Source: an optimization exercise on an open RTL-to-GDS flow (aim: small area and a short achievable clock period). Production flows keep margins and buffers that such runs may drop.
Function was not checked in any run shown here: the RTL went through the layout flow alone.
Power is estimated from default activity; no workload was simulated.

==> design.v <==
module alu16bit (
  input clk,
  input reset,
  input [2:0] operation,
  input [15:0] operand_A,
  input [15:0] operand_B,
  output reg [31:0] result,
  output reg carry_flag,
  output reg zero_flag
);
  wire [15:0] a = operand_A;
  wire [15:0] b = operand_B;
  wire is_add = (operation == 3'd0);
  wire is_sub = (operation == 3'd1);
  wire is_mul = (operation == 3'd2);
  wire [15:0] m = is_mul ? b : {15'd0, is_add | is_sub};
  reg [15:0] cv;
  always @(*) begin
    case (operation)
      3'd0: cv = b;
      3'd1: cv = ~b;
      3'd3: cv = a & b;
      3'd4: cv = a | b;
      3'd5: cv = ~(a & b);
      3'd6: cv = ~(a | b);
      3'd7: cv = a ^ b;
      default: cv = 16'd0;
    endcase
  end
  wire cin = is_sub;
  wire [15:0] an = ~a;
  wire [15:0] mn = ~m;
  wire p1;
  nor2 up1 (an[0], mn[0], p1);
  wire p2;
  nor2 up2 (an[1], mn[0], p2);
  wire p3;
  nor2 up3 (an[2], mn[0], p3);
  wire p4;
  nor2 up4 (an[3], mn[0], p4);
  wire p5;
  nor2 up5 (an[4], mn[0], p5);
  wire p6;
  nor2 up6 (an[5], mn[0], p6);
  wire p7;
  nor2 up7 (an[6], mn[0], p7);
  wire p8;
  nor2 up8 (an[7], mn[0], p8);
  wire p9;
  nor2 up9 (an[8], mn[0], p9);
  wire p10;
  nor2 up10 (an[9], mn[0], p10);
  wire p11;
  nor2 up11 (an[10], mn[0], p11);
  wire p12;
  nor2 up12 (an[11], mn[0], p12);
  wire p13;
  nor2 up13 (an[12], mn[0], p13);
  wire p14;
  nor2 up14 (an[13], mn[0], p14);
  wire p15;
  nor2 up15 (an[14], mn[0], p15);
  wire p16;
  nor2 up16 (an[15], mn[0], p16);
  wire p17;
  nor2 up17 (an[0], mn[1], p17);
  wire p18;
  nor2 up18 (an[1], mn[1], p18);
  wire p19;
  nor2 up19 (an[2], mn[1], p19);
  wire p20;
  nor2 up20 (an[3], mn[1], p20);
  wire p21;
  nor2 up21 (an[4], mn[1], p21);
  wire p22;
  nor2 up22 (an[5], mn[1], p22);
  wire p23;
  nor2 up23 (an[6], mn[1], p23);
  wire p24;
  nor2 up24 (an[7], mn[1], p24);
  wire p25;
  nor2 up25 (an[8], mn[1], p25);
  wire p26;
  nor2 up26 (an[9], mn[1], p26);
  wire p27;
  nor2 up27 (an[10], mn[1], p27);
  wire p28;
  nor2 up28 (an[11], mn[1], p28);
  wire p29;
  nor2 up29 (an[12], mn[1], p29);
  wire p30;
  nor2 up30 (an[13], mn[1], p30);
  wire p31;
  nor2 up31 (an[14], mn[1], p31);
  wire p32;
  nor2 up32 (an[15], mn[1], p32);
  wire p33;
  nor2 up33 (an[0], mn[2], p33);
  wire p34;
  nor2 up34 (an[1], mn[2], p34);
  wire p35;
  nor2 up35 (an[2], mn[2], p35);
  wire p36;
  nor2 up36 (an[3], mn[2], p36);
  wire p37;
  nor2 up37 (an[4], mn[2], p37);
  wire p38;
  nor2 up38 (an[5], mn[2], p38);
  wire p39;
  nor2 up39 (an[6], mn[2], p39);
  wire p40;
  nor2 up40 (an[7], mn[2], p40);
  wire p41;
  nor2 up41 (an[8], mn[2], p41);
  wire p42;
  nor2 up42 (an[9], mn[2], p42);
  wire p43;
  nor2 up43 (an[10], mn[2], p43);
  wire p44;
  nor2 up44 (an[11], mn[2], p44);
  wire p45;
  nor2 up45 (an[12], mn[2], p45);
  wire p46;
  nor2 up46 (an[13], mn[2], p46);
  wire p47;
  nor2 up47 (an[14], mn[2], p47);
  wire p48;
  nor2 up48 (an[15], mn[2], p48);
  wire p49;
  nor2 up49 (an[0], mn[3], p49);
  wire p50;
  nor2 up50 (an[1], mn[3], p50);
  wire p51;
  nor2 up51 (an[2], mn[3], p51);
  wire p52;
  nor2 up52 (an[3], mn[3], p52);
  wire p53;
  nor2 up53 (an[4], mn[3], p53);
  wire p54;
  nor2 up54 (an[5], mn[3], p54);
  wire p55;
  nor2 up55 (an[6], mn[3], p55);
  wire p56;
  nor2 up56 (an[7], mn[3], p56);
  wire p57;
  nor2 up57 (an[8], mn[3], p57);
  wire p58;
  nor2 up58 (an[9], mn[3], p58);
  wire p59;
  nor2 up59 (an[10], mn[3], p59);
  wire p60;
  nor2 up60 (an[11], mn[3], p60);
  wire p61;
  nor2 up61 (an[12], mn[3], p61);
  wire p62;
  nor2 up62 (an[13], mn[3], p62);
  wire p63;
  nor2 up63 (an[14], mn[3], p63);
  wire p64;
  nor2 up64 (an[15], mn[3], p64);
  wire p65;
  nor2 up65 (an[0], mn[4], p65);
  wire p66;
  nor2 up66 (an[1], mn[4], p66);
  wire p67;
  nor2 up67 (an[2], mn[4], p67);
  wire p68;
  nor2 up68 (an[3], mn[4], p68);
  wire p69;
  nor2 up69 (an[4], mn[4], p69);
  wire p70;
  nor2 up70 (an[5], mn[4], p70);
  wire p71;
  nor2 up71 (an[6], mn[4], p71);
  wire p72;
  nor2 up72 (an[7], mn[4], p72);
  wire p73;
  nor2 up73 (an[8], mn[4], p73);
  wire p74;
  nor2 up74 (an[9], mn[4], p74);
  wire p75;
  nor2 up75 (an[10], mn[4], p75);
  wire p76;
  nor2 up76 (an[11], mn[4], p76);
  wire p77;
  nor2 up77 (an[12], mn[4], p77);
  wire p78;
  nor2 up78 (an[13], mn[4], p78);
  wire p79;
  nor2 up79 (an[14], mn[4], p79);
  wire p80;
  nor2 up80 (an[15], mn[4], p80);
  wire p81;
  nor2 up81 (an[0], mn[5], p81);
  wire p82;
  nor2 up82 (an[1], mn[5], p82);
  wire p83;
  nor2 up83 (an[2], mn[5], p83);
  wire p84;
  nor2 up84 (an[3], mn[5], p84);
  wire p85;
  nor2 up85 (an[4], mn[5], p85);
  wire p86;
  nor2 up86 (an[5], mn[5], p86);
  wire p87;
  nor2 up87 (an[6], mn[5], p87);
  wire p88;
  nor2 up88 (an[7], mn[5], p88);
  wire p89;
  nor2 up89 (an[8], mn[5], p89);
  wire p90;
  nor2 up90 (an[9], mn[5], p90);
  wire p91;
  nor2 up91 (an[10], mn[5], p91);
  wire p92;
  nor2 up92 (an[11], mn[5], p92);
  wire p93;
  nor2 up93 (an[12], mn[5], p93);
  wire p94;
  nor2 up94 (an[13], mn[5], p94);
  wire p95;
  nor2 up95 (an[14], mn[5], p95);
  wire p96;
  nor2 up96 (an[15], mn[5], p96);
  wire p97;
  nor2 up97 (an[0], mn[6], p97);
  wire p98;
  nor2 up98 (an[1], mn[6], p98);
  wire p99;
  nor2 up99 (an[2], mn[6], p99);
  wire p100;
  nor2 up100 (an[3], mn[6], p100);
  wire p101;
  nor2 up101 (an[4], mn[6], p101);
  wire p102;
  nor2 up102 (an[5], mn[6], p102);
  wire p103;
  nor2 up103 (an[6], mn[6], p103);
  wire p104;
  nor2 up104 (an[7], mn[6], p104);
  wire p105;
  nor2 up105 (an[8], mn[6], p105);
  wire p106;
  nor2 up106 (an[9], mn[6], p106);
  wire p107;
  nor2 up107 (an[10], mn[6], p107);
  wire p108;
  nor2 up108 (an[11], mn[6], p108);
  wire p109;
  nor2 up109 (an[12], mn[6], p109);
  wire p110;
  nor2 up110 (an[13], mn[6], p110);
  wire p111;
  nor2 up111 (an[14], mn[6], p111);
  wire p112;
  nor2 up112 (an[15], mn[6], p112);
  wire p113;
  nor2 up113 (an[0], mn[7], p113);
  wire p114;
  nor2 up114 (an[1], mn[7], p114);
  wire p115;
  nor2 up115 (an[2], mn[7], p115);
  wire p116;
  nor2 up116 (an[3], mn[7], p116);
  wire p117;
  nor2 up117 (an[4], mn[7], p117);
  wire p118;
  nor2 up118 (an[5], mn[7], p118);
  wire p119;
  nor2 up119 (an[6], mn[7], p119);
  wire p120;
  nor2 up120 (an[7], mn[7], p120);
  wire p121;
  nor2 up121 (an[8], mn[7], p121);
  wire p122;
  nor2 up122 (an[9], mn[7], p122);
  wire p123;
  nor2 up123 (an[10], mn[7], p123);
  wire p124;
  nor2 up124 (an[11], mn[7], p124);
  wire p125;
  nor2 up125 (an[12], mn[7], p125);
  wire p126;
  nor2 up126 (an[13], mn[7], p126);
  wire p127;
  nor2 up127 (an[14], mn[7], p127);
  wire p128;
  nor2 up128 (an[15], mn[7], p128);
  wire p129;
  nor2 up129 (an[0], mn[8], p129);
  wire p130;
  nor2 up130 (an[1], mn[8], p130);
  wire p131;
  nor2 up131 (an[2], mn[8], p131);
  wire p132;
  nor2 up132 (an[3], mn[8], p132);
  wire p133;
  nor2 up133 (an[4], mn[8], p133);
  wire p134;
  nor2 up134 (an[5], mn[8], p134);
  wire p135;
  nor2 up135 (an[6], mn[8], p135);
  wire p136;
  nor2 up136 (an[7], mn[8], p136);
  wire p137;
  nor2 up137 (an[8], mn[8], p137);
  wire p138;
  nor2 up138 (an[9], mn[8], p138);
  wire p139;
  nor2 up139 (an[10], mn[8], p139);
  wire p140;
  nor2 up140 (an[11], mn[8], p140);
  wire p141;
  nor2 up141 (an[12], mn[8], p141);
  wire p142;
  nor2 up142 (an[13], mn[8], p142);
  wire p143;
  nor2 up143 (an[14], mn[8], p143);
  wire p144;
  nor2 up144 (an[15], mn[8], p144);
  wire p145;
  nor2 up145 (an[0], mn[9], p145);
  wire p146;
  nor2 up146 (an[1], mn[9], p146);
  wire p147;
  nor2 up147 (an[2], mn[9], p147);
  wire p148;
  nor2 up148 (an[3], mn[9], p148);
  wire p149;
  nor2 up149 (an[4], mn[9], p149);
  wire p150;
  nor2 up150 (an[5], mn[9], p150);
  wire p151;
  nor2 up151 (an[6], mn[9], p151);
  wire p152;
  nor2 up152 (an[7], mn[9], p152);
  wire p153;
  nor2 up153 (an[8], mn[9], p153);
  wire p154;
  nor2 up154 (an[9], mn[9], p154);
  wire p155;
  nor2 up155 (an[10], mn[9], p155);
  wire p156;
  nor2 up156 (an[11], mn[9], p156);
  wire p157;
  nor2 up157 (an[12], mn[9], p157);
  wire p158;
  nor2 up158 (an[13], mn[9], p158);
  wire p159;
  nor2 up159 (an[14], mn[9], p159);
  wire p160;
  nor2 up160 (an[15], mn[9], p160);
  wire p161;
  nor2 up161 (an[0], mn[10], p161);
  wire p162;
  nor2 up162 (an[1], mn[10], p162);
  wire p163;
  nor2 up163 (an[2], mn[10], p163);
  wire p164;
  nor2 up164 (an[3], mn[10], p164);
  wire p165;
  nor2 up165 (an[4], mn[10], p165);
  wire p166;
  nor2 up166 (an[5], mn[10], p166);
  wire p167;
  nor2 up167 (an[6], mn[10], p167);
  wire p168;
  nor2 up168 (an[7], mn[10], p168);
  wire p169;
  nor2 up169 (an[8], mn[10], p169);
  wire p170;
  nor2 up170 (an[9], mn[10], p170);
  wire p171;
  nor2 up171 (an[10], mn[10], p171);
  wire p172;
  nor2 up172 (an[11], mn[10], p172);
  wire p173;
  nor2 up173 (an[12], mn[10], p173);
  wire p174;
  nor2 up174 (an[13], mn[10], p174);
  wire p175;
  nor2 up175 (an[14], mn[10], p175);
  wire p176;
  nor2 up176 (an[15], mn[10], p176);
  wire p177;
  nor2 up177 (an[0], mn[11], p177);
  wire p178;
  nor2 up178 (an[1], mn[11], p178);
  wire p179;
  nor2 up179 (an[2], mn[11], p179);
  wire p180;
  nor2 up180 (an[3], mn[11], p180);
  wire p181;
  nor2 up181 (an[4], mn[11], p181);
  wire p182;
  nor2 up182 (an[5], mn[11], p182);
  wire p183;
  nor2 up183 (an[6], mn[11], p183);
  wire p184;
  nor2 up184 (an[7], mn[11], p184);
  wire p185;
  nor2 up185 (an[8], mn[11], p185);
  wire p186;
  nor2 up186 (an[9], mn[11], p186);
  wire p187;
  nor2 up187 (an[10], mn[11], p187);
  wire p188;
  nor2 up188 (an[11], mn[11], p188);
  wire p189;
  nor2 up189 (an[12], mn[11], p189);
  wire p190;
  nor2 up190 (an[13], mn[11], p190);
  wire p191;
  nor2 up191 (an[14], mn[11], p191);
  wire p192;
  nor2 up192 (an[15], mn[11], p192);
  wire p193;
  nor2 up193 (an[0], mn[12], p193);
  wire p194;
  nor2 up194 (an[1], mn[12], p194);
  wire p195;
  nor2 up195 (an[2], mn[12], p195);
  wire p196;
  nor2 up196 (an[3], mn[12], p196);
  wire p197;
  nor2 up197 (an[4], mn[12], p197);
  wire p198;
  nor2 up198 (an[5], mn[12], p198);
  wire p199;
  nor2 up199 (an[6], mn[12], p199);
  wire p200;
  nor2 up200 (an[7], mn[12], p200);
  wire p201;
  nor2 up201 (an[8], mn[12], p201);
  wire p202;
  nor2 up202 (an[9], mn[12], p202);
  wire p203;
  nor2 up203 (an[10], mn[12], p203);
  wire p204;
  nor2 up204 (an[11], mn[12], p204);
  wire p205;
  nor2 up205 (an[12], mn[12], p205);
  wire p206;
  nor2 up206 (an[13], mn[12], p206);
  wire p207;
  nor2 up207 (an[14], mn[12], p207);
  wire p208;
  nor2 up208 (an[15], mn[12], p208);
  wire p209;
  nor2 up209 (an[0], mn[13], p209);
  wire p210;
  nor2 up210 (an[1], mn[13], p210);
  wire p211;
  nor2 up211 (an[2], mn[13], p211);
  wire p212;
  nor2 up212 (an[3], mn[13], p212);
  wire p213;
  nor2 up213 (an[4], mn[13], p213);
  wire p214;
  nor2 up214 (an[5], mn[13], p214);
  wire p215;
  nor2 up215 (an[6], mn[13], p215);
  wire p216;
  nor2 up216 (an[7], mn[13], p216);
  wire p217;
  nor2 up217 (an[8], mn[13], p217);
  wire p218;
  nor2 up218 (an[9], mn[13], p218);
  wire p219;
  nor2 up219 (an[10], mn[13], p219);
  wire p220;
  nor2 up220 (an[11], mn[13], p220);
  wire p221;
  nor2 up221 (an[12], mn[13], p221);
  wire p222;
  nor2 up222 (an[13], mn[13], p222);
  wire p223;
  nor2 up223 (an[14], mn[13], p223);
  wire p224;
  nor2 up224 (an[15], mn[13], p224);
  wire p225;
  nor2 up225 (an[0], mn[14], p225);
  wire p226;
  nor2 up226 (an[1], mn[14], p226);
  wire p227;
  nor2 up227 (an[2], mn[14], p227);
  wire p228;
  nor2 up228 (an[3], mn[14], p228);
  wire p229;
  nor2 up229 (an[4], mn[14], p229);
  wire p230;
  nor2 up230 (an[5], mn[14], p230);
  wire p231;
  nor2 up231 (an[6], mn[14], p231);
  wire p232;
  nor2 up232 (an[7], mn[14], p232);
  wire p233;
  nor2 up233 (an[8], mn[14], p233);
  wire p234;
  nor2 up234 (an[9], mn[14], p234);
  wire p235;
  nor2 up235 (an[10], mn[14], p235);
  wire p236;
  nor2 up236 (an[11], mn[14], p236);
  wire p237;
  nor2 up237 (an[12], mn[14], p237);
  wire p238;
  nor2 up238 (an[13], mn[14], p238);
  wire p239;
  nor2 up239 (an[14], mn[14], p239);
  wire p240;
  nor2 up240 (an[15], mn[14], p240);
  wire p241;
  nor2 up241 (an[0], mn[15], p241);
  wire p242;
  nor2 up242 (an[1], mn[15], p242);
  wire p243;
  nor2 up243 (an[2], mn[15], p243);
  wire p244;
  nor2 up244 (an[3], mn[15], p244);
  wire p245;
  nor2 up245 (an[4], mn[15], p245);
  wire p246;
  nor2 up246 (an[5], mn[15], p246);
  wire p247;
  nor2 up247 (an[6], mn[15], p247);
  wire p248;
  nor2 up248 (an[7], mn[15], p248);
  wire p249;
  nor2 up249 (an[8], mn[15], p249);
  wire p250;
  nor2 up250 (an[9], mn[15], p250);
  wire p251;
  nor2 up251 (an[10], mn[15], p251);
  wire p252;
  nor2 up252 (an[11], mn[15], p252);
  wire p253;
  nor2 up253 (an[12], mn[15], p253);
  wire p254;
  nor2 up254 (an[13], mn[15], p254);
  wire p255;
  nor2 up255 (an[14], mn[15], p255);
  wire p256;
  nor2 up256 (an[15], mn[15], p256);
  wire n257, n258;
  ha un257 (p14, p29, n257, n258);
  wire n259, n260;
  fa un259 (p15, p30, p45, n259, n260);
  wire n261, n262;
  ha un261 (p60, p75, n261, n262);
  wire n263, n264;
  fa un263 (p16, p31, p46, n263, n264);
  wire n265, n266;
  fa un265 (p61, p76, p91, n265, n266);
  wire n267, n268;
  ha un267 (p106, p121, n267, n268);
  wire n269, n270;
  fa un269 (p32, p47, p62, n269, n270);
  wire n271, n272;
  fa un271 (p77, p92, p107, n271, n272);
  wire n273, n274;
  ha un273 (p122, p137, n273, n274);
  wire n275, n276;
  fa un275 (p48, p63, p78, n275, n276);
  wire n277, n278;
  fa un277 (p93, p108, p123, n277, n278);
  wire n279, n280;
  fa un279 (p64, p79, p94, n279, n280);
  wire n281, n282;
  ha un281 (p10, p25, n281, n282);
  wire n283, n284;
  fa un283 (p11, p26, p41, n283, n284);
  wire n285, n286;
  ha un285 (p56, p71, n285, n286);
  wire n287, n288;
  fa un287 (p12, p27, p42, n287, n288);
  wire n289, n290;
  fa un289 (p57, p72, p87, n289, n290);
  wire n291, n292;
  ha un291 (p102, p117, n291, n292);
  wire n293, n294;
  fa un293 (p13, p28, p43, n293, n294);
  wire n295, n296;
  fa un295 (p58, p73, p88, n295, n296);
  wire n297, n298;
  fa un297 (p103, p118, p133, n297, n298);
  wire n299, n300;
  ha un299 (p148, p163, n299, n300);
  wire n301, n302;
  fa un301 (p44, p59, p74, n301, n302);
  wire n303, n304;
  fa un303 (p89, p104, p119, n303, n304);
  wire n305, n306;
  fa un305 (p134, p149, p164, n305, n306);
  wire n307, n308;
  fa un307 (p179, p194, p209, n307, n308);
  wire n309, n310;
  fa un309 (p90, p105, p120, n309, n310);
  wire n311, n312;
  fa un311 (p135, p150, p165, n311, n312);
  wire n313, n314;
  fa un313 (p180, p195, p210, n313, n314);
  wire n315, n316;
  fa un315 (p225, n258, n261, n315, n316);
  wire n317, n318;
  fa un317 (p136, p151, p166, n317, n318);
  wire n319, n320;
  fa un319 (p181, p196, p211, n319, n320);
  wire n321, n322;
  fa un321 (p226, p241, n262, n321, n322);
  wire n323, n324;
  fa un323 (n267, n260, n263, n323, n324);
  wire n325, n326;
  fa un325 (p152, p167, p182, n325, n326);
  wire n327, n328;
  fa un327 (p197, p212, p227, n327, n328);
  wire n329, n330;
  fa un329 (p242, n268, n273, n329, n330);
  wire n331, n332;
  fa un331 (n264, n266, n269, n331, n332);
  wire n333, n334;
  fa un333 (p138, p153, p168, n333, n334);
  wire n335, n336;
  fa un335 (p183, p198, p213, n335, n336);
  wire n337, n338;
  fa un337 (p228, p243, n274, n337, n338);
  wire n339, n340;
  fa un339 (n270, n272, n275, n339, n340);
  wire n341, n342;
  fa un341 (p109, p124, p139, n341, n342);
  wire n343, n344;
  fa un343 (p154, p169, p184, n343, n344);
  wire n345, n346;
  fa un345 (p199, p214, p229, n345, n346);
  wire n347, n348;
  fa un347 (p244, n276, n278, n347, n348);
  wire n349, n350;
  fa un349 (p80, p95, p110, n349, n350);
  wire n351, n352;
  fa un351 (p125, p140, p155, n351, n352);
  wire n353, n354;
  fa un353 (p170, p185, p200, n353, n354);
  wire n355, n356;
  fa un355 (p215, p230, p245, n355, n356);
  wire n357, n358;
  fa un357 (p96, p111, p126, n357, n358);
  wire n359, n360;
  fa un359 (p141, p156, p171, n359, n360);
  wire n361, n362;
  fa un361 (p186, p201, p216, n361, n362);
  wire n363, n364;
  fa un363 (p112, p127, p142, n363, n364);
  wire n365, n366;
  fa un365 (p157, p172, p187, n365, n366);
  wire n367, n368;
  fa un367 (p128, p143, p158, n367, n368);
  wire n369, n370;
  ha un369 (p7, p22, n369, n370);
  wire n371, n372;
  fa un371 (p8, p23, p38, n371, n372);
  wire n373, n374;
  ha un373 (p53, p68, n373, n374);
  wire n375, n376;
  fa un375 (p9, p24, p39, n375, n376);
  wire n377, n378;
  fa un377 (p54, p69, p84, n377, n378);
  wire n379, n380;
  ha un379 (p99, p114, n379, n380);
  wire n381, n382;
  fa un381 (p40, p55, p70, n381, n382);
  wire n383, n384;
  fa un383 (p85, p100, p115, n383, n384);
  wire n385, n386;
  fa un385 (p130, p145, n281, n385, n386);
  wire n387, n388;
  fa un387 (p86, p101, p116, n387, n388);
  wire n389, n390;
  fa un389 (p131, p146, p161, n389, n390);
  wire n391, n392;
  fa un391 (n282, n285, n283, n391, n392);
  wire n393, n394;
  fa un393 (p132, p147, p162, n393, n394);
  wire n395, n396;
  fa un395 (p177, n286, n291, n395, n396);
  wire n397, n398;
  fa un397 (n284, n287, n289, n397, n398);
  wire n399, n400;
  fa un399 (p178, p193, n292, n399, n400);
  wire n401, n402;
  fa un401 (n299, n288, n290, n401, n402);
  wire n403, n404;
  fa un403 (n293, n295, n297, n403, n404);
  wire n405, n406;
  fa un405 (n300, n257, n294, n405, n406);
  wire n407, n408;
  fa un407 (n296, n298, n301, n407, n408);
  wire n409, n410;
  fa un409 (n303, n305, n307, n409, n410);
  wire n411, n412;
  fa un411 (n302, n304, n306, n411, n412);
  wire n413, n414;
  fa un413 (n308, n259, n309, n413, n414);
  wire n415, n416;
  fa un415 (n311, n313, n315, n415, n416);
  wire n417, n418;
  fa un417 (n310, n312, n314, n417, n418);
  wire n419, n420;
  fa un419 (n265, n317, n319, n419, n420);
  wire n421, n422;
  fa un421 (n316, n321, n323, n421, n422);
  wire n423, n424;
  fa un423 (n318, n320, n271, n423, n424);
  wire n425, n426;
  fa un425 (n325, n327, n322, n425, n426);
  wire n427, n428;
  fa un427 (n329, n324, n331, n427, n428);
  wire n429, n430;
  fa un429 (n326, n328, n277, n429, n430);
  wire n431, n432;
  fa un431 (n333, n335, n330, n431, n432);
  wire n433, n434;
  fa un433 (n337, n332, n339, n433, n434);
  wire n435, n436;
  fa un435 (n334, n336, n279, n435, n436);
  wire n437, n438;
  fa un437 (n341, n343, n345, n437, n438);
  wire n439, n440;
  fa un439 (n338, n340, n347, n439, n440);
  wire n441, n442;
  fa un441 (n342, n344, n346, n441, n442);
  wire n443, n444;
  fa un443 (n280, n349, n351, n443, n444);
  wire n445, n446;
  fa un445 (n353, n355, n348, n445, n446);
  wire n447, n448;
  fa un447 (p231, p246, n350, n447, n448);
  wire n449, n450;
  fa un449 (n352, n354, n356, n449, n450);
  wire n451, n452;
  fa un451 (n357, n359, n361, n451, n452);
  wire n453, n454;
  fa un453 (p202, p217, p232, n453, n454);
  wire n455, n456;
  fa un455 (p247, n358, n360, n455, n456);
  wire n457, n458;
  fa un457 (n362, n363, n365, n457, n458);
  wire n459, n460;
  fa un459 (p173, p188, p203, n459, n460);
  wire n461, n462;
  fa un461 (p218, p233, p248, n461, n462);
  wire n463, n464;
  fa un463 (n364, n366, n367, n463, n464);
  wire n465, n466;
  fa un465 (p144, p159, p174, n465, n466);
  wire n467, n468;
  fa un467 (p189, p204, p219, n467, n468);
  wire n469, n470;
  fa un469 (p234, p249, n368, n469, n470);
  wire n471, n472;
  fa un471 (p160, p175, p190, n471, n472);
  wire n473, n474;
  fa un473 (p205, p220, p235, n473, n474);
  wire n475, n476;
  fa un475 (p176, p191, p206, n475, n476);
  wire n477, n478;
  ha un477 (p5, p20, n477, n478);
  wire n479, n480;
  fa un479 (p6, p21, p36, n479, n480);
  wire n481, n482;
  ha un481 (p51, p66, n481, n482);
  wire n483, n484;
  fa un483 (p37, p52, p67, n483, n484);
  wire n485, n486;
  fa un485 (p82, p97, n369, n485, n486);
  wire n487, n488;
  fa un487 (p83, p98, p113, n487, n488);
  wire n489, n490;
  fa un489 (n370, n373, n371, n489, n490);
  wire n491, n492;
  fa un491 (p129, n374, n379, n491, n492);
  wire n493, n494;
  fa un493 (n372, n375, n377, n493, n494);
  wire n495, n496;
  fa un495 (n380, n376, n378, n495, n496);
  wire n497, n498;
  fa un497 (n381, n383, n385, n497, n498);
  wire n499, n500;
  fa un499 (n382, n384, n387, n499, n500);
  wire n501, n502;
  fa un501 (n389, n386, n391, n501, n502);
  wire n503, n504;
  fa un503 (n388, n390, n393, n503, n504);
  wire n505, n506;
  fa un505 (n395, n392, n397, n505, n506);
  wire n507, n508;
  fa un507 (n394, n396, n399, n507, n508);
  wire n509, n510;
  fa un509 (n398, n401, n403, n509, n510);
  wire n511, n512;
  fa un511 (n400, n402, n404, n511, n512);
  wire n513, n514;
  fa un513 (n405, n407, n409, n513, n514);
  wire n515, n516;
  fa un515 (n406, n408, n410, n515, n516);
  wire n517, n518;
  fa un517 (n411, n413, n415, n517, n518);
  wire n519, n520;
  fa un519 (n412, n414, n417, n519, n520);
  wire n521, n522;
  fa un521 (n419, n416, n421, n521, n522);
  wire n523, n524;
  fa un523 (n418, n420, n423, n523, n524);
  wire n525, n526;
  fa un525 (n425, n422, n427, n525, n526);
  wire n527, n528;
  fa un527 (n424, n429, n426, n527, n528);
  wire n529, n530;
  fa un529 (n431, n428, n433, n529, n530);
  wire n531, n532;
  fa un531 (n430, n435, n437, n531, n532);
  wire n533, n534;
  fa un533 (n432, n434, n439, n533, n534);
  wire n535, n536;
  fa un535 (n436, n438, n441, n535, n536);
  wire n537, n538;
  fa un537 (n443, n445, n440, n537, n538);
  wire n539, n540;
  fa un539 (n442, n444, n447, n539, n540);
  wire n541, n542;
  fa un541 (n449, n451, n446, n541, n542);
  wire n543, n544;
  fa un543 (n453, n448, n450, n543, n544);
  wire n545, n546;
  fa un545 (n452, n455, n457, n545, n546);
  wire n547, n548;
  fa un547 (n454, n459, n461, n547, n548);
  wire n549, n550;
  fa un549 (n456, n458, n463, n549, n550);
  wire n551, n552;
  fa un551 (n460, n462, n465, n551, n552);
  wire n553, n554;
  fa un553 (n467, n464, n469, n553, n554);
  wire n555, n556;
  fa un555 (p250, n466, n468, n555, n556);
  wire n557, n558;
  fa un557 (n471, n473, n470, n557, n558);
  wire n559, n560;
  fa un559 (p221, p236, p251, n559, n560);
  wire n561, n562;
  fa un561 (n472, n474, n475, n561, n562);
  wire n563, n564;
  fa un563 (p192, p207, p222, n563, n564);
  wire n565, n566;
  fa un565 (p237, p252, n476, n565, n566);
  wire n567, n568;
  fa un567 (p208, p223, p238, n567, n568);
  wire n569, n570;
  ha un569 (p4, p19, n569, n570);
  wire n571, n572;
  fa un571 (p35, p50, p65, n571, n572);
  wire n573, n574;
  fa un573 (p81, n478, n481, n573, n574);
  wire n575, n576;
  fa un575 (n482, n480, n483, n575, n576);
  wire n577, n578;
  fa un577 (n484, n487, n486, n577, n578);
  wire n579, n580;
  fa un579 (n488, n491, n490, n579, n580);
  wire n581, n582;
  fa un581 (n492, n494, n495, n581, n582);
  wire n583, n584;
  fa un583 (n496, n499, n498, n583, n584);
  wire n585, n586;
  fa un585 (n500, n503, n502, n585, n586);
  wire n587, n588;
  fa un587 (n504, n507, n506, n587, n588);
  wire n589, n590;
  fa un589 (n508, n510, n511, n589, n590);
  wire n591, n592;
  fa un591 (n512, n514, n515, n591, n592);
  wire n593, n594;
  fa un593 (n516, n519, n518, n593, n594);
  wire n595, n596;
  fa un595 (n520, n523, n522, n595, n596);
  wire n597, n598;
  fa un597 (n524, n527, n526, n597, n598);
  wire n599, n600;
  fa un599 (n528, n531, n533, n599, n600);
  wire n601, n602;
  fa un601 (n532, n535, n534, n601, n602);
  wire n603, n604;
  fa un603 (n536, n539, n538, n603, n604);
  wire n605, n606;
  fa un605 (n543, n540, n545, n605, n606);
  wire n607, n608;
  fa un607 (n547, n544, n546, n607, n608);
  wire n609, n610;
  fa un609 (n548, n551, n550, n609, n610);
  wire n611, n612;
  fa un611 (n552, n555, n557, n611, n612);
  wire n613, n614;
  fa un613 (n559, n556, n561, n613, n614);
  wire n615, n616;
  fa un615 (n560, n563, n562, n615, n616);
  wire n617, n618;
  fa un617 (p253, n564, n567, n617, n618);
  wire n619, n620;
  fa un619 (p224, p239, p254, n619, n620);
  wire n621, n622;
  ha un621 (p3, p18, n621, n622);
  wire n623, n624;
  fa un623 (p34, p49, n569, n623, n624);
  wire n625, n626;
  fa un625 (n570, n477, n571, n625, n626);
  wire n627, n628;
  fa un627 (n572, n479, n573, n627, n628);
  wire n629, n630;
  fa un629 (n574, n485, n575, n629, n630);
  wire n631, n632;
  fa un631 (n576, n489, n577, n631, n632);
  wire n633, n634;
  fa un633 (n493, n578, n579, n633, n634);
  wire n635, n636;
  fa un635 (n497, n580, n581, n635, n636);
  wire n637, n638;
  fa un637 (n582, n501, n583, n637, n638);
  wire n639, n640;
  fa un639 (n505, n584, n585, n639, n640);
  wire n641, n642;
  fa un641 (n509, n586, n587, n641, n642);
  wire n643, n644;
  fa un643 (n513, n588, n589, n643, n644);
  wire n645, n646;
  fa un645 (n517, n590, n591, n645, n646);
  wire n647, n648;
  fa un647 (n592, n521, n593, n647, n648);
  wire n649, n650;
  fa un649 (n525, n594, n595, n649, n650);
  wire n651, n652;
  fa un651 (n529, n596, n597, n651, n652);
  wire n653, n654;
  fa un653 (n530, n598, n599, n653, n654);
  wire n655, n656;
  fa un655 (n537, n600, n601, n655, n656);
  wire n657, n658;
  fa un657 (n541, n602, n603, n657, n658);
  wire n659, n660;
  fa un659 (n542, n605, n604, n659, n660);
  wire n661, n662;
  fa un661 (n549, n607, n606, n661, n662);
  wire n663, n664;
  fa un663 (n553, n608, n609, n663, n664);
  wire n665, n666;
  fa un665 (n554, n610, n611, n665, n666);
  wire n667, n668;
  fa un667 (n558, n613, n612, n667, n668);
  wire n669, n670;
  fa un669 (n565, n614, n615, n669, n670);
  wire n671, n672;
  fa un671 (n566, n617, n616, n671, n672);
  wire n673, n674;
  fa un673 (n568, n619, n618, n673, n674);
  wire n675, n676;
  fa un675 (p240, p255, n620, n675, n676);
  wire o677 = p17 | cv[1];
  wire o678 = p33 | cv[2];
  wire o679 = n622 | cv[3];
  wire o680 = n624 | cv[4];
  wire o681 = n626 | cv[5];
  wire o682 = n628 | cv[6];
  wire o683 = n630 | cv[7];
  wire o684 = n632 | cv[8];
  wire o685 = n634 | cv[9];
  wire o686 = n636 | cv[10];
  wire o687 = n638 | cv[11];
  wire o688 = n640 | cv[12];
  wire o689 = n642 | cv[13];
  wire o690 = n644 | cv[14];
  wire o691 = n646 | cv[15];
  wire o692 = n648 | is_sub;
  wire o693 = n650 | is_sub;
  wire o694 = n652 | is_sub;
  wire o695 = n654 | is_sub;
  wire o696 = n656 | is_sub;
  wire o697 = n659 | is_sub;
  wire o698 = n661 | is_sub;
  wire o699 = n662 | is_sub;
  wire o700 = n664 | is_sub;
  wire o701 = n666 | is_sub;
  wire o702 = n669 | is_sub;
  wire o703 = n670 | is_sub;
  wire o704 = n673 | is_sub;
  wire o705 = n675 | is_sub;
  wire o706 = p256 | is_sub;
  wire n707, n708;
  fa un707 (cin, p1, cv[0], n707, n708);
  wire n709, n710;
  fa un709 (p2, o677, n708, n709, n710);
  wire n711, n712;
  fa un711 (o678, n621, n710, n711, n712);
  wire n713, n714;
  fa un713 (o679, n623, n712, n713, n714);
  wire n715, n716;
  fa un715 (o680, n625, n714, n715, n716);
  wire n717, n718;
  fa un717 (o681, n627, n716, n717, n718);
  wire n719, n720;
  ha un719 (n629, o682, n719, n720);
  wire n721, n722;
  ha un721 (n631, o683, n721, n722);
  wire n723, n724;
  ha un723 (n633, o684, n723, n724);
  wire n725, n726;
  ha un725 (n635, o685, n725, n726);
  wire n727, n728;
  ha un727 (n637, o686, n727, n728);
  wire n729, n730;
  ha un729 (n639, o687, n729, n730);
  wire n731, n732;
  ha un731 (n641, o688, n731, n732);
  wire n733, n734;
  ha un733 (n643, o689, n733, n734);
  wire n735, n736;
  ha un735 (n645, o690, n735, n736);
  wire n737, n738;
  ha un737 (n647, o691, n737, n738);
  wire n739, n740;
  ha un739 (n649, o692, n739, n740);
  wire n741, n742;
  ha un741 (n651, o693, n741, n742);
  wire n743, n744;
  ha un743 (n653, o694, n743, n744);
  wire n745, n746;
  ha un745 (n655, o695, n745, n746);
  wire n747, n748;
  ha un747 (n657, o696, n747, n748);
  wire n749, n750;
  ha un749 (n658, o697, n749, n750);
  wire n751, n752;
  ha un751 (n660, o698, n751, n752);
  wire n753, n754;
  ha un753 (n663, o699, n753, n754);
  wire n755, n756;
  ha un755 (n665, o700, n755, n756);
  wire n757, n758;
  ha un757 (n667, o701, n757, n758);
  wire n759, n760;
  ha un759 (n668, o702, n759, n760);
  wire n761, n762;
  ha un761 (n671, o703, n761, n762);
  wire n763, n764;
  ha un763 (n672, o704, n763, n764);
  wire n765, n766;
  ha un765 (n674, o705, n765, n766);
  wire n767, n768;
  ha un767 (n676, o706, n767, n768);
  wire n769 = ~((n719 & n718) | n720);
  wire n770 = ~((n723 & n722) | n724);
  wire n771 = ~(n723 & n721);
  wire n772 = ~((n727 & n726) | n728);
  wire n773 = ~(n727 & n725);
  wire n774 = ~((n731 & n730) | n732);
  wire n775 = ~(n731 & n729);
  wire n776 = ~((n735 & n734) | n736);
  wire n777 = ~(n735 & n733);
  wire n778 = ~((n739 & n738) | n740);
  wire n779 = ~(n739 & n737);
  wire n780 = ~((n743 & n742) | n744);
  wire n781 = ~(n743 & n741);
  wire n782 = ~((n747 & n746) | n748);
  wire n783 = ~(n747 & n745);
  wire n784 = ~((n751 & n750) | n752);
  wire n785 = ~(n751 & n749);
  wire n786 = ~((n755 & n754) | n756);
  wire n787 = ~(n755 & n753);
  wire n788 = ~((n759 & n758) | n760);
  wire n789 = ~(n759 & n757);
  wire n790 = ~((n763 & n762) | n764);
  wire n791 = ~(n763 & n761);
  wire n792 = ~((n767 & n766) | n768);
  wire n793 = ~(n767 & n765);
  wire n794 = ~((n771 | n769) & n770);
  wire n795 = ~((n775 | n772) & n774);
  wire n796 = ~(n775 | n773);
  wire n797 = ~((n779 | n776) & n778);
  wire n798 = ~(n779 | n777);
  wire n799 = ~((n783 | n780) & n782);
  wire n800 = ~(n783 | n781);
  wire n801 = ~((n787 | n784) & n786);
  wire n802 = ~(n787 | n785);
  wire n803 = ~((n791 | n788) & n790);
  wire n804 = ~(n791 | n789);
  wire n805 = ~((n796 & n794) | n795);
  wire n806 = ~((n800 & n797) | n799);
  wire n807 = ~(n800 & n798);
  wire n808 = ~((n804 & n801) | n803);
  wire n809 = ~(n804 & n802);
  wire n810 = ~((n807 | n805) & n806);
  wire n811 = ~n810;
  wire n812 = ~((n809 | n811) & n808);
  wire n813 = ~n805;
  wire n814 = ~((n798 & n813) | n797);
  wire n815 = ~((n802 & n810) | n801);
  wire n816 = ~n794;
  wire n817 = ~((n773 | n816) & n772);
  wire n818 = ~((n777 | n805) & n776);
  wire n819 = ~((n781 | n814) & n780);
  wire n820 = ~n810;
  wire n821 = ~((n785 | n820) & n784);
  wire n822 = ~((n789 | n815) & n788);
  wire n823 = ~n812;
  wire n824 = ~((n793 | n823) & n792);
  wire n825 = ~n769;
  wire n826 = ~((n721 & n825) | n722);
  wire n827 = ~((n725 & n794) | n726);
  wire n828 = ~((n729 & n817) | n730);
  wire n829 = ~n805;
  wire n830 = ~((n733 & n829) | n734);
  wire n831 = ~((n737 & n818) | n738);
  wire n832 = ~n814;
  wire n833 = ~((n741 & n832) | n742);
  wire n834 = ~((n745 & n819) | n746);
  wire n835 = ~((n749 & n810) | n750);
  wire n836 = ~((n753 & n821) | n754);
  wire n837 = ~n815;
  wire n838 = ~((n757 & n837) | n758);
  wire n839 = ~((n761 & n822) | n762);
  wire n840 = ~((n765 & n812) | n766);
  wire n841 = ~((is_sub & n824) | 1'b0);
  wire n842, n843;
  ha un842 (n719, n718, n842, n843);
  wire n844, n845;
  ha un844 (n721, n769, n844, n845);
  wire n846 = ~n844;
  wire n847, n848;
  ha un847 (n723, n826, n847, n848);
  wire n849 = ~n847;
  wire n850, n851;
  ha un850 (n725, n794, n850, n851);
  wire n852, n853;
  ha un852 (n727, n827, n852, n853);
  wire n854 = ~n852;
  wire n855, n856;
  ha un855 (n729, n817, n855, n856);
  wire n857, n858;
  ha un857 (n731, n828, n857, n858);
  wire n859 = ~n857;
  wire n860, n861;
  ha un860 (n733, n805, n860, n861);
  wire n862 = ~n860;
  wire n863, n864;
  ha un863 (n735, n830, n863, n864);
  wire n865 = ~n863;
  wire n866, n867;
  ha un866 (n737, n818, n866, n867);
  wire n868, n869;
  ha un868 (n739, n831, n868, n869);
  wire n870 = ~n868;
  wire n871, n872;
  ha un871 (n741, n814, n871, n872);
  wire n873 = ~n871;
  wire n874, n875;
  ha un874 (n743, n833, n874, n875);
  wire n876 = ~n874;
  wire n877, n878;
  ha un877 (n745, n819, n877, n878);
  wire n879, n880;
  ha un879 (n747, n834, n879, n880);
  wire n881 = ~n879;
  wire n882, n883;
  ha un882 (n749, n810, n882, n883);
  wire n884, n885;
  ha un884 (n751, n835, n884, n885);
  wire n886 = ~n884;
  wire n887, n888;
  ha un887 (n753, n821, n887, n888);
  wire n889, n890;
  ha un889 (n755, n836, n889, n890);
  wire n891 = ~n889;
  wire n892, n893;
  ha un892 (n757, n815, n892, n893);
  wire n894 = ~n892;
  wire n895, n896;
  ha un895 (n759, n838, n895, n896);
  wire n897 = ~n895;
  wire n898, n899;
  ha un898 (n761, n822, n898, n899);
  wire n900, n901;
  ha un900 (n763, n839, n900, n901);
  wire n902 = ~n900;
  wire n903, n904;
  ha un903 (n765, n812, n903, n904);
  wire n905, n906;
  ha un905 (n767, n840, n905, n906);
  wire n907 = ~n905;
  wire n908, n909;
  ha un908 (is_sub, n824, n908, n909);
  wire [31:0] s = {n908, n907, n903, n902, n898, n897, n894, n891, n887, n886, n882, n881, n877, n876, n873, n870, n866, n865, n862, n859, n855, n854, n850, n849, n846, n842, n717, n715, n713, n711, n709, n707};
  wire borrow = is_sub & s[16];
  wire zero_lo = (s[15:0] == 16'd0);
  wire zero_mul = (a == 16'd0) | (b == 16'd0);
  wire [31:0] r = s;
  wire z = is_mul ? zero_mul : zero_lo;
  always @(posedge clk) begin
    if (reset) begin
      result     <= 32'b0;
      carry_flag <= 1'b0;
      zero_flag  <= 1'b0;
    end else begin
      result     <= r;
      carry_flag <= borrow;
      zero_flag  <= z;
    end
  end
endmodule
module fa (input a, input b, input c, output s, output co);
  assign s = a ^ b ^ c;
  assign co = (a & b) | (a & c) | (b & c);
endmodule
module ha (input a, input b, output s, output co);
  assign s = a ^ b;
  assign co = a & b;
endmodule
module nor2 (input a, input b, output y);
  assign y = ~(a | b);
endmodule
==> flow/run.sh <==
#!/bin/bash
# The standard layout, with the port buffers made of plain buffers (sky130
# buf_1, which the resizer may upsize) instead of the delay-cell buffers that
# buffer_ports picks by default.
set -euo pipefail
export BUFFER_PORTS_ARGS="-buffer_cell sky130_fd_sc_hd__buf_1"
bash standard.sh > standard.log 2>&1
==> standard.sh <==
#!/bin/bash
# synth_recipe.tcl (not shown) runs the flow's synth.tcl, then flattens the netlist and writes it again
# the make line also repeats each setting of config.mk as NAME=value (left out here)
make -C /OpenROAD-flow-scripts/flow DESIGN_CONFIG=/design/flow/config.mk WORK_HOME=/design/flow/orfs CLKGATE_MAP_FILE= SYNTH_SCRIPT=/design/flow/synth_recipe.tcl "${@:-finish}"
==> config.mk <==
export PLATFORM = sky130hd
export DESIGN_NAME = alu16bit
export DESIGN_NICKNAME = alu16bit
export VERILOG_FILES = /design/flow/design.v
export SDC_FILE = /design/flow/constraint.sdc
export NUM_CORES = 4
export LEC_CHECK = 0
export ABC_AREA = 1
export CAP_MARGIN = 20
export CORE_MARGIN = 2
export CORE_UTILIZATION = 40
export GPL_TIMING_DRIVEN = 0
export SLEW_MARGIN = 20
export SYNTH_HIERARCHICAL = 1
==> constraint.sdc <==
create_clock -name core_clock -period 7.2 [get_ports {clk}]
set_input_delay 1.4400 -clock core_clock [delete_from_list [all_inputs] [get_ports {clk}]]
set_output_delay 1.4400 -clock core_clock [all_outputs]
set_load 0.01 [all_outputs]
==> results.sh, run 1 <==
export IMPL_status="complete, no violations"
export IMPL_post_synth_top_count_cell="nor2_1"
export IMPL_antenna_found_initial=0
export IMPL_timing_final_hold_violations=0
export IMPL_ys_warn_count=7
export IMPL_grt_start_max_net_pins=18
export IMPL_avgRoutedWirePerCell_um=20.22
export IMPL_cp_num_buf_inv=3
export IMPL_core_sq_um=21090
export IMPL_synth_cell_types=34
export IMPL_cts_htree_levels=2
export IMPL_grt_overflow_total=0
export IMPL_dp_hpwl_um=19400
export IMPL_period_minus_slack_ps=6877
export IMPL_crit_family="adder cells"
export IMPL_final_setup_viol_count=0
export IMPL_wl_met2_um=12370
export IMPL_drv_slew=0
export IMPL_synthCells=925
export IMPL_drt_met1_wl_um=11020
export IMPL_p_clk_frac=0.202
export IMPL_dr_pass1_iters=5
export IMPL_routabilityCongestion=0.8927
export IMPL_die_w_um=150.9
export IMPL_die_area_sq_um=22780
export IMPL_rsz0062_at_grt="false"
export IMPL_grt_pass1_wl_um=41970
export IMPL_cpMaxStageDelayCell="fa_1"
export IMPL_top_layer="met4"
export IMPL_clk_pin_slew_ps=60
export IMPL_power_uw=1112
export IMPL_synth_top_area_cell="fa_1"
export IMPL_initialDrtViolationCount=583
export IMPL_seq_power_share=0.219
export IMPL_synth_area_per_cell_sq_um=9.336
export IMPL_grt_use_total=0.2440
export IMPL_cts_buffers=5
export IMPL_power_density_nw_per_um2=116.3
export IMPL_port_buffers=67
export IMPL_drc=0
export IMPL_ys_flop_type="dfxtp_1"
export IMPL_cts_tree="built"
export IMPL_max_stage_delay_ps=530
export IMPL_syn_num_nets=1261
export IMPL_die_y_um=150.9
export IMPL_min_path_type="input port to register"
export IMPL_syn_to_final_growth_pct=10.78
export IMPL_leakage_uw=0.005026
export IMPL_p_sw_frac=0.4542
export IMPL_fmax_ghz=0.1454
export IMPL_ir_drop_mv=0.1007
export IMPL_post_route_period_util=0.9551
export IMPL_synthTopCellsByArea="fa_1, ha_1, nor2_1, dfxtp_1, inv_1"
export IMPL_p_comb_frac=0.579
export IMPL_place_area_sq_um=9231
export IMPL_ios=71
export IMPL_synth_common_cells="nor2_1, fa_1, ha_1"
export IMPL_root_buffer="clkbuf_16"
export IMPL_syn_area_sq_um=8636
export IMPL_drv_cap=0
export IMPL_ctsHoldBuffers=0
export IMPL_rows=53
export IMPL_cp_arrival_ps=7040
export IMPL_worst_slack_ps=323.4
export IMPL_layout_drive_gt1_share=0.07086
export IMPL_p_sw_uw=505.3
export IMPL_place_ws_ps=-798.2
export IMPL_drt_wl_total_um=25830
export IMPL_ys_ff_latch=34
export IMPL_n_antenna_cell=0
export IMPL_postRouteAntennaNets=0
export IMPL_grt_pass1_vias=7768
export IMPL_vias=7158
export IMPL_max_slew_worst_pin_slew_ps=886.7
export IMPL_synth_edf_count=0
export IMPL_stdcell_area_sq_um=9567
export IMPL_end_kind="register"
export IMPL_postSynth_asyncResetShare=0
export IMPL_cp_max_fo=16
export IMPL_clk_path_buf_depth=2
export IMPL_wl_met3_um=1892
export IMPL_critPathRequiredTime_ps=7360
export IMPL_synth_top_cell_area_share=0.4660
export IMPL_power_internal_uw=607.2
export IMPL_nNetsFinal=1337
export IMPL_maxSlewHeadroom=0.4082
export IMPL_path_common_cell="fa_1"
export IMPL_critPathKind="input port to register"
export IMPL_via_per_inst=5.605
export IMPL_startpoint_type="input port"
export IMPL_synth_seq_area_share=0.07882
export IMPL_start_util=0.4095
export IMPL_numClockSinks=34
## flip-flops by register name, indices dropped and copies added, names as in the netlist
signal and count:
result 32, carry_flag 1, zero_flag 1
## metal layers
| layer | vias up | track usage |
|---|---|---|
| met4 | 0 | 0.07570 |
| met3 | 49 | 0.04217 |
| met2 | 318 | 0.3914 |
| met5 | - | 0 |
| li1 | 3131 | - |
| met1 | 3660 | 0.3396 |
## power by group through the flow
stage	clock [uW]	sequential [uW]	combinational (uW)
after floorplan	0	271	390
after global placement	0	247	627
after detailed placement	0	248	627
after CTS	229	244	636
after global routing	236	248	719
final	225	243	644
## area by class of cell
cell class | count | area (sq um)
Tap cell | 275 | 344.1
Timing Repair Buffer | 69 | 275.3
Fill cell | 2079 | 11520
Clock inverter | 1 | 5.005
Buffer | 15 | 95.09
Clock buffer | 7 | 142.6
Inverter | 71 | 266.5
Sequential cell | 34 | 680.7
Multi-Input combinational cell | 805 | 7757
## per-stage QoR
stage | hold WS (ps) | instances | util | TNS (ps)
2_1_floorplan | 1704 | 925 | - | 0
3_3_place_gp | 1828 | 1267 | 0.4378 | -9270
3_5_place_dp | 1827 | 1267 | 0.4378 | -9743
4_1_cts | 1556 | 1277 | 0.4474 | 0
5_1_grt | 1587 | 1277 | 0.4537 | 0
6_report | 1541 | 1277 | 0.4537 | 0
## cells by family (layout without fill, tap and decap cells)
| logic type | Yosys count | after routing | synth area share |
|---|---|---|---|
| flip-flops | 34 | 34 | 0.07882 |
| AO/OA/AOI/OAI | 76 | 76 | 0.06274 |
| adder cells (fa/ha/maj) | 299 | 299 | 0.6079 |
| AND/OR/NAND/NOR | 430 | 430 | 0.2094 |
| buffers and inverters | 86 | 163 | 0.04115 |
## layout by cell type, fill, tap and decap left out, types with 5 or more instances in the layout
cell,Yosys,routed
nand3b_1,13,13
fa_1,201,201
nand4_1,9,9
ha_1,98,98
nand2_1,51,35
a21oi_1,21,21
clkbuf_1,5,6
buf_1,0,66
clkbuf_16,0,5
nand2_4,0,11
a221oi_1,28,28
nand2_2,7,9
inv_1,69,69
or2_2,14,14
nor2_1,315,309
nor2_2,0,6
nor4_1,7,7
o22ai_1,12,12
dfxtp_1,34,34
## Yosys stat by module, one instance, submodules excluded
module	flip-flops and latches	area [sq um]
ha	0	12.51
alu16bit	34	2825
fa	0	20.02
nor2	0	3.754
## worst paths after layout
| check | from | end | slack, ps | depth (start not counted) |
|---|---|---|---|---|
| worst max-delay path | operand_B[0] | result[31] | 320 | 26 |
| worst min-delay path | reset | result[27] | 1540 | 2 |
## repair_timing
item / CTS / global route
resized for setup: 15 / 31
pin swaps: 1 / 0
setup endpoints to repair: 16 / 11
setup buffers: 2 / 0
==> inputs of run 2 (changes only) <==
--- a/design.v
+++ b/design.v
@@ -29,7 +29,25 @@
   end
   wire cin = is_sub;
   wire [15:0] an = ~a;
-  wire [15:0] mn = ~m;
+  wire op_mz = ~(operation[2] | operation[0]);
+  wire [15:0] mn;
+  wire op_an = ~(operation[2] | operation[1]);
+  a31oi um0 (b[0], operation[1], op_mz, op_an, mn[0]);
+  nand3 um1 (b[1], operation[1], op_mz, mn[1]);
+  nand3 um2 (b[2], operation[1], op_mz, mn[2]);
+  nand3 um3 (b[3], operation[1], op_mz, mn[3]);
+  nand3 um4 (b[4], operation[1], op_mz, mn[4]);
+  nand3 um5 (b[5], operation[1], op_mz, mn[5]);
+  nand3 um6 (b[6], operation[1], op_mz, mn[6]);
+  nand3 um7 (b[7], operation[1], op_mz, mn[7]);
+  nand3 um8 (b[8], operation[1], op_mz, mn[8]);
+  nand3 um9 (b[9], operation[1], op_mz, mn[9]);
+  nand3 um10 (b[10], operation[1], op_mz, mn[10]);
+  nand3 um11 (b[11], operation[1], op_mz, mn[11]);
+  nand3 um12 (b[12], operation[1], op_mz, mn[12]);
+  nand3 um13 (b[13], operation[1], op_mz, mn[13]);
+  nand3 um14 (b[14], operation[1], op_mz, mn[14]);
+  nand3 um15 (b[15], operation[1], op_mz, mn[15]);
   wire p1;
   nor2 up1 (an[0], mn[0], p1);
   wire p2;
@@ -1224,3 +1242,9 @@
 module nor2 (input a, input b, output y);
   assign y = ~(a | b);
 endmodule
+module a31oi (input a, input b, input c, input d, output y);
+  assign y = ~((a & b & c) | d);
+endmodule
+module nand3 (input a, input b, input c, output y);
+  assign y = ~(a & b & c);
+endmodule
==> run 2 against run 1 <==
Effect of this change: still clean on timing, DRC and antenna; synthesized cell count rose by 0.76%; global-route usage fell by 0.97 points; combinational power rose by 3%; via count rose by 1.5%; cell count rose by 1.5%; utilization fell by 0.25 points; worst hold slack improved by 7.8 ps; final area rose by 2.6%; fmax fell by 1.1%; first-iteration DRC count rose by 0.51%; sequential power barely moved; synthesized area rose by 2.5%; largest cell class unchanged; highest routed layer unchanged.
==> results.sh, run 2 <==
export IMPL_status="complete, no violations"
export IMPL_port_buffers=67
export IMPL_endpoint="result[31]"
export IMPL_dr_pass1_iters=5
export IMPL_max_stage_delay_ps=560
export IMPL_routabilityCongestion=0.8831
export IMPL_ys_warn_count=7
export IMPL_setup_tns_ps=0
export IMPL_grt_use_total=0.2344
export IMPL_max_slew_worst_pin_slew_ps=950.8
export IMPL_ys_ff_latch=34
export IMPL_min_path_type="input port to register"
export IMPL_path_common_cell="fa_1"
export IMPL_grt_start_max_net_pins=19
export IMPL_nNetsFinal=1351
export IMPL_cts_buffers=5
export IMPL_largest_register="result"
export IMPL_setup_worst_path_start="operation[0]"
export IMPL_cts_htree_levels=2
export IMPL_end_kind="register"
export IMPL_cts_tree="built"
export IMPL_drv_cap=0
export IMPL_layout_common_cells="nor2_1, fa_1, ha_1"
export IMPL_rsz0062_at_grt="false"
export IMPL_synthCells=932
export IMPL_syn_num_nets=1268
export IMPL_ios=71
export IMPL_cp_max_fo=11
export IMPL_cp_arrival_ps=7100
export IMPL_power_density_nw_per_um2=114.3
export IMPL_synth_top_cell_area_share=0.4546
export IMPL_synth_cell_types=38
export IMPL_initialDrtViolationCount=586
export IMPL_syn_area_sq_um=8852
export IMPL_antenna_found_initial=0
export IMPL_drt_wl_total_um=26570
export IMPL_synth_edf_count=0
export IMPL_grt_overflow_total=0
export IMPL_cpMaxStageDelayCell="fa_1"
export IMPL_post_synth_top_count_cell="nor2_1"
export IMPL_post_route_period_util=0.9656
export IMPL_drc=0
export IMPL_vias=7264
export IMPL_postRouteAntennaNets=0
export IMPL_reg_largest_list="result x32, carry_flag x1, zero_flag x1"
export IMPL_die_y_um=152.8
export IMPL_critPathKind="input port to register"
export IMPL_numClockSinks=34
export IMPL_n_antenna_cell=0
export IMPL_timing_final_hold_violations=0
export IMPL_core_sq_um=21760
export IMPL_grt_pass1_vias=7902
export IMPL_stdcell_area_sq_um=9816
export IMPL_rows=54
export IMPL_via_per_inst=5.605
export IMPL_power_uw=1122
export IMPL_startpoint_type="input port"
export IMPL_postSynth_asyncResetShare=0
export IMPL_largest_register_ffs=32
export IMPL_maxSlewHeadroom=0.3655
export IMPL_period_minus_slack_ps=6953
export IMPL_avgRoutedWirePerCell_um=20.50
export IMPL_leakage_uw=0.005110
export IMPL_ys_flop_type="dfxtp_1"
export IMPL_synth_seq_area_share=0.07689
export IMPL_clk_path_buf_depth=2
export IMPL_layout_drive_gt1_share=0.1063
export IMPL_clk_pin_slew_ps=50
export IMPL_final_setup_viol_count=0
export IMPL_synth_area_per_cell_sq_um=9.498
export IMPL_synth_common_cells="nor2_1, fa_1, ha_1"
export IMPL_die_w_um=152.8
export IMPL_start_util=0.4069
export IMPL_fmax_ghz=0.1438
export IMPL_ir_drop_mv=0.09793
export IMPL_synthTopCellsByArea="fa_1, ha_1, nor2_1, dfxtp_1, inv_1"
export IMPL_grt_pass1_wl_um=42580
export IMPL_synth_top_area_cell="fa_1"
export IMPL_place_area_sq_um=9457
export IMPL_drv_slew=0
export IMPL_layout_commonest_cell="nor2_1"
export IMPL_syn_to_final_growth_pct=10.88
export IMPL_dp_hpwl_um=19440
export IMPL_final_util=0.4512
export IMPL_critPathRequiredTime_ps=7350
export IMPL_die_area_sq_um=23340
export IMPL_root_buffer="clkbuf_16"
## run 2: cell types whose count changed after synthesis, sizes merged, moves of 2 or more
cell    before  now
nand2       58   50
o22a         2    0
o21ai        1    3
nand3        4   22
or3          0    2
a221oi      28   26
nor3         8    5
a211oi       2    4
inv         71   69
nor2       315  318
## run 2: worst min path at each step
stage	from	end	depth (start not counted)
6_report	reset	result[23]	2
2_1_floorplan	reset	result[21]	2
5_1_grt	reset	result[21]	2
3_5_place_dp	result[27]	result[27]	1
3_3_place_gp	result[19]	result[19]	1
4_1_cts	reset	result[23]	2
## run 2: kinds of logic after synthesis
| group | Yosys count | share of synthesized area |
|---|---|---|
| AO/OA/AOI/OAI | 75 | 0.06770 |
| adder cells (fa/ha/maj) | 299 | 0.5931 |
| buffers and inverters | 84 | 0.04070 |
| flip-flops | 34 | 0.07689 |
| AND/OR/NAND/NOR | 440 | 0.2216 |
## run 2: where the power goes
group          internal [uW]  switching (uW)  leakage [uW]
combinational            244             419       0.00476
sequential               233            9.77      0.000281
clock                    137            79.0     0.0000729
total                    614             508       0.00511
## run 2: final cells by class
cell class	count	area, sq um
timing repair buffer	76	347.8
buffer	15	101.3
tap	280	350.3
clock inverter	2	12.51
multi-input combinational	814	7921
inverter	69	262.8
clock buffer	6	138.9
sequential	34	680.7
fill	2123	11940
## run 2: per-layer routing
| layer | vias up | GRT usage | wire, um |
|---|---|---|---|
| met2 | 359 | 0.3876 | 12710 |
| met5 | - | 0 | 0 |
| met4 | 0 | 0.09480 | 1202 |
| met3 | 64 | 0.03385 | 2057 |
| li1 | 3172 | - | - |
| met1 | 3669 | 0.3115 | 10600 |
## run 2: worst max-delay path, delay by kind of cell
kind / cells / cell delay, ps
adder cells (fa/ha/maj): 8 / 3250
AND/OR/NAND/NOR: 15 / 1550
buffers and inverters: 5 / 660
AO/OA/AOI/OAI: 1 / 160
## run 2: modules after synthesis (local to each module, per instance)
module | cells | flip-flops and latches | cell area [sq um] | times used
ha | 1 | 0 | 12.51 | 66
fa | 1 | 0 | 20.02 | 201
nor2 | 1 | 0 | 3.754 | 256
alu16bit | 390 | 34 | 2950 | 1
a31oi | 4 | 0 | 16.27 | 1
nand3 | 1 | 0 | 5.005 | 15
## run 2: stage by stage
stage,hold WS (ps),cells,setup slack (ps)
3_3_place_gp,1828,1279,-905.5
5_1_grt,1588,1296,3.834
3_5_place_dp,1827,1279,-940.2
4_1_cts,1562,1296,126.5
2_1_floorplan,1704,932,122.5
6_report,1549,1296,247.4
## run 2: what timing repair did
action	in CTS	in global routing
setup endpoints to repair	16	7
setup buffers	9	0
resized for setup	23	4
hold buffers	0	0
pin swaps	1	0
==> inputs of run 3 (changes only) <==
--- a/design.v
+++ b/design.v
@@ -10,12 +10,14 @@
 );
   wire [15:0] a = operand_A;
   wire [15:0] b = operand_B;
-  wire is_add = (operation == 3'd0);
-  wire is_sub = (operation == 3'd1);
-  wire is_mul = (operation == 3'd2);
+  wire is_add = ~reset & (operation == 3'd0);
+  wire is_sub = ~reset & (operation == 3'd1);
+  wire is_mul = ~reset & (operation == 3'd2);
   wire [15:0] m = is_mul ? b : {15'd0, is_add | is_sub};
   reg [15:0] cv;
   always @(*) begin
+    if (reset) cv = 16'd0;
+    else
     case (operation)
       3'd0: cv = b;
       3'd1: cv = ~b;
@@ -29,9 +31,9 @@
   end
   wire cin = is_sub;
   wire [15:0] an = ~a;
-  wire op_mz = ~(operation[2] | operation[0]);
+  wire op_mz = ~(operation[2] | operation[0] | reset);
   wire [15:0] mn;
-  wire op_an = ~(operation[2] | operation[1]);
+  wire op_an = ~(operation[2] | operation[1] | reset);
   a31oi um0 (b[0], operation[1], op_mz, op_an, mn[0]);
   nand3 um1 (b[1], operation[1], op_mz, mn[1]);
   nand3 um2 (b[2], operation[1], op_mz, mn[2]);
@@ -1218,17 +1220,11 @@
   wire zero_lo = (s[15:0] == 16'd0);
   wire zero_mul = (a == 16'd0) | (b == 16'd0);
   wire [31:0] r = s;
-  wire z = is_mul ? zero_mul : zero_lo;
+  wire z = ~reset & (is_mul ? zero_mul : zero_lo);
   always @(posedge clk) begin
-    if (reset) begin
-      result     <= 32'b0;
-      carry_flag <= 1'b0;
-      zero_flag  <= 1'b0;
-    end else begin
-      result     <= r;
-      carry_flag <= borrow;
-      zero_flag  <= z;
-    end
+    result     <= r;
+    carry_flag <= borrow;
+    zero_flag  <= z;
   end
 endmodule
 module fa (input a, input b, input c, output s, output co);
==> run 3 against run 2 <==
Effect of this change: cell count is 3.1% higher; power is 16% lower; first-iteration DRC count is 14% lower; sequential power is 4% lower; synthesized cell count is 2.4% higher; combinational power is about 40% lower; largest cell class unchanged; critical endpoint is now result[30]; die area is 2.1% lower; sequential share of layout area is 0.11 points lower; critical path depth is 1 lower; wire length is 4.6% lower; still clean on timing, DRC and antenna.
==> results.sh, run 3 <==
export IMPL_synth_top_cell_area_share=0.4645
export IMPL_ios=71
export IMPL_syn_to_final_growth_pct=15.14
export IMPL_initialDrtViolationCount=506
export IMPL_crit_family="adder cells"
export IMPL_syn_area_sq_um=8663
export IMPL_clk_path_buf_depth=2
export IMPL_vias=7162
export IMPL_final_setup_viol_count=0
export IMPL_hold_path_startpoint="reset"
export IMPL_root_buffer="clkbuf_16"
export IMPL_grt_start_max_net_pins=23
export IMPL_power_density_nw_per_um2=94.41
export IMPL_layout_commonest_cell="nor2_1"
export IMPL_die_area_sq_um=22850
export IMPL_cts_htree_levels=2
export IMPL_drt_wl_total_um=25340
export IMPL_largest_register_ffs=32
export IMPL_ys_ff_latch=34
export IMPL_synth_edf_count=0
export IMPL_max_stage_delay_ps=560
export IMPL_synth_top_family_by_area="adder cells"
export IMPL_ctsHoldBuffers=0
export IMPL_synth_compound_area_frac=0.06557
export IMPL_postSynth_asyncResetShare=0
export IMPL_n_antenna_cell=0
export IMPL_cp_arrival_ps=7120
export IMPL_holdPathStages=2
export IMPL_post_route_period_util=0.9586
export IMPL_drc=0
export IMPL_max_slew_worst_pin_slew_ps=938.5
export IMPL_rsz0062_at_grt="true"
export IMPL_synthTopCellsByArea="fa_1, ha_1, nor2_1, dfxtp_1, inv_1"
export IMPL_leakage_uw=0.005298
export IMPL_synth_cell_types=28
export IMPL_largest_register="result"
export IMPL_whs_endpoint="carry_flag"
export IMPL_cts_buffers=5
export IMPL_ys_warn_count=7
export IMPL_critPathKind="input port to register"
export IMPL_start_util=0.4095
export IMPL_synthCells=954
export IMPL_nNetsFinal=1396
export IMPL_cts_tree="built"
export IMPL_syn_num_nets=1290
export IMPL_grt_overflow_total=0
export IMPL_yosys_area_share_xor_xnor=0
export IMPL_postRouteAntennaNets=0
export IMPL_core_sq_um=21150
export IMPL_grt_pass1_vias=7563
export IMPL_status="complete, no violations"
export IMPL_synth_area_per_cell_sq_um=9.081
export IMPL_clk_pin_slew_ps=80
export IMPL_min_path_type="input port to register"
export IMPL_worst_slack_ps=298.4
export IMPL_grt_use_total=0.2347
export IMPL_drv_cap=0
export IMPL_rows=53
export IMPL_dp_hpwl_um=18860
export IMPL_die_w_um=151.2
export IMPL_ys_flop_type="dfxtp_1"
export IMPL_post_synth_top_count_cell="nor2_1"
export IMPL_timing_final_hold_violations=0
export IMPL_dr_pass1_iters=5
export IMPL_port_buffers=69
export IMPL_end_kind="register"
export IMPL_place_inst=1298
export IMPL_avgRoutedWirePerCell_um=18.96
export IMPL_reg_largest_list="result x32, carry_flag x1, zero_flag x1"
export IMPL_synth_seq_area_share=0.07857
export IMPL_die_y_um=151.2
export IMPL_numClockSinks=34
export IMPL_antenna_found_initial=0
export IMPL_place_ws_ps=-1161
export IMPL_layout_common_cells="nor2_1, fa_1, inv_1"
export IMPL_critPathRequiredTime_ps=7420
export IMPL_synth_top_area_cell="fa_1"
export IMPL_stdcell_count=1336
export IMPL_period_minus_slack_ps=6902
export IMPL_layout_drive_gt1_share=0.1065
export IMPL_synth_common_cells="nor2_1, fa_1, inv_1"
export IMPL_via_per_inst=5.361
export IMPL_path_common_cell="nand2_2"
export IMPL_startpoint_type="input port"
export IMPL_setup_tns_ps=0
export IMPL_drv_slew=0
export IMPL_yosys_area_share_simple=0.1984
export IMPL_grt_pass1_wl_um=40500
export IMPL_cp_num_cells=28
export IMPL_maxSlewHeadroom=0.3686
export IMPL_cp_num_buf_inv=5
export IMPL_synthAdderAreaFrac=0.6060
export IMPL_fmax_ghz=0.1449
export IMPL_cp_max_fo=10
export IMPL_ir_drop_mv=0.1022
export IMPL_muxShareOfSynthArea=0
export IMPL_routabilityCongestion=0.8859
export IMPL_cpMaxStageDelayCell="fa_2"
[run 3: changes by cell type after synthesis, sizes merged, moves of 4 or more]
cell and delta:
nand4 -6, nor4 +19, nand2 +9, o21ai +14, o21bai +15, o22ai +19, nor2 -34, a221oi -26
inv +34, nand3b -13, buf -4
[run 3: layout make-up]
type                       count  area, sq um
buffer                        10        62.56
clock buffer                   5        125.1
clock inverter                 3        68.82
fill                        1996        11180
inverter                     103        390.4
multi-input combinational    807         7789
sequential                    34        680.7
tap                          275        344.1
timing repair buffer          99        514.2
[run 3: worst max path at each step]
stage	startpoint	end	slack (ps)
finish	reset	result[30]	300
global route	reset	result[30]	-4
CTS	reset	result[30]	-5
detailed placement	reset	result[30]	-1160
global placement	reset	result[31]	-1110
floorplan	reset	result[31]	140
[run 3: kinds of logic after synthesis]
kind of cell | Yosys count
buf+inv | 113
fa+ha+maj | 299
flops | 34
simple gates | 414
compound gates | 94
[run 3: timing repair]
item | in CTS | in global routing
gates resized for setup | 23 | 33
endpoints found under the setup margin | 17 | 12
pin swaps | 1 | 6
hold endpoints to repair | 0 | 0
buffers inserted | 8 | 22
[run 3: through the flow]
stage / power, uW / cell area, sq um / utilization / hold WS [ps]
2_1_floorplan: 471.5 / 8666 / - / 1626
3_3_place_gp: 601.9 / 9269 / 0.4382 / 1825
3_5_place_dp: 606.8 / 9269 / 0.4382 / 1826
4_1_cts: 933.2 / 9653 / 0.4563 / 1520
5_1_grt: 1013 / 9975 / 0.4715 / 1515
6_report: 941.7 / 9975 / 0.4715 / 1507
[run 3: Yosys stat by module (local to each module, per instance)]
module    flops+latches  times used  area, sq um  cells
a31oi                 0           1        16.27      4
nor2                  0         256        3.754      1
ha                    0          66        12.51      1
alu16bit             34           1         2761    412
fa                    0         201        20.02      1
nand3                 0          15        5.005      1
[run 3: report_power, final]
group,switching [uW],leakage [uW],internal (uW)
clock,112,0.0000940,200
combinational,257,0.00492,140
sequential,7.76,0.000282,225
total,377,0.00530,565
[run 3: per-layer routing]
metal,vias up,track usage,share of wire
met2,265,0.3836,0.48
li1,3253,-,-
met4,0,0.08037,0.022
met3,34,0.05753,0.080
met5,-,0,0
met1,3610,0.3062,0.42

what the ideal ports hide:
How much do the figures lean on ideal ports? The routed layouts below were timed once more, with nothing changed but the port constraints. Step 1, drivers: a clkbuf_16 drives clk and a buf_2 each remaining input, both assumed. Step 2 adds t to the input delays and takes it off the output delays; t is the mean of the earliest and latest rising clock arrival at the registers after step 1. Input paths then give back, and output paths get back, about the clock's delay inside the block. a / b / c = ideal ports / drivers / drivers and shift; a / b = the first two.
run	t, ns	setup WS [ns]	latest minus earliest clock arrival (ns)	worst slew at a driven data input, ns	cell pins on the clock port's net
run 1	0.330	0.323 / 0.340 / 0.010	0.008 / 0.007	0.05	1
run 2	0.314	0.247 / 0.252 / -0.062	0.003 / 0.004	0.07	1
run 3	0.352	0.298 / 0.324 / -0.028	0.016 / 0.016	0.04	1
With both steps, setup timing fails in run 2 and run 3, where it was met with ideal ports. The setup slack of run 3, which loses most, moves by +0.026 ns with the drivers and by -0.326 ns with both steps.
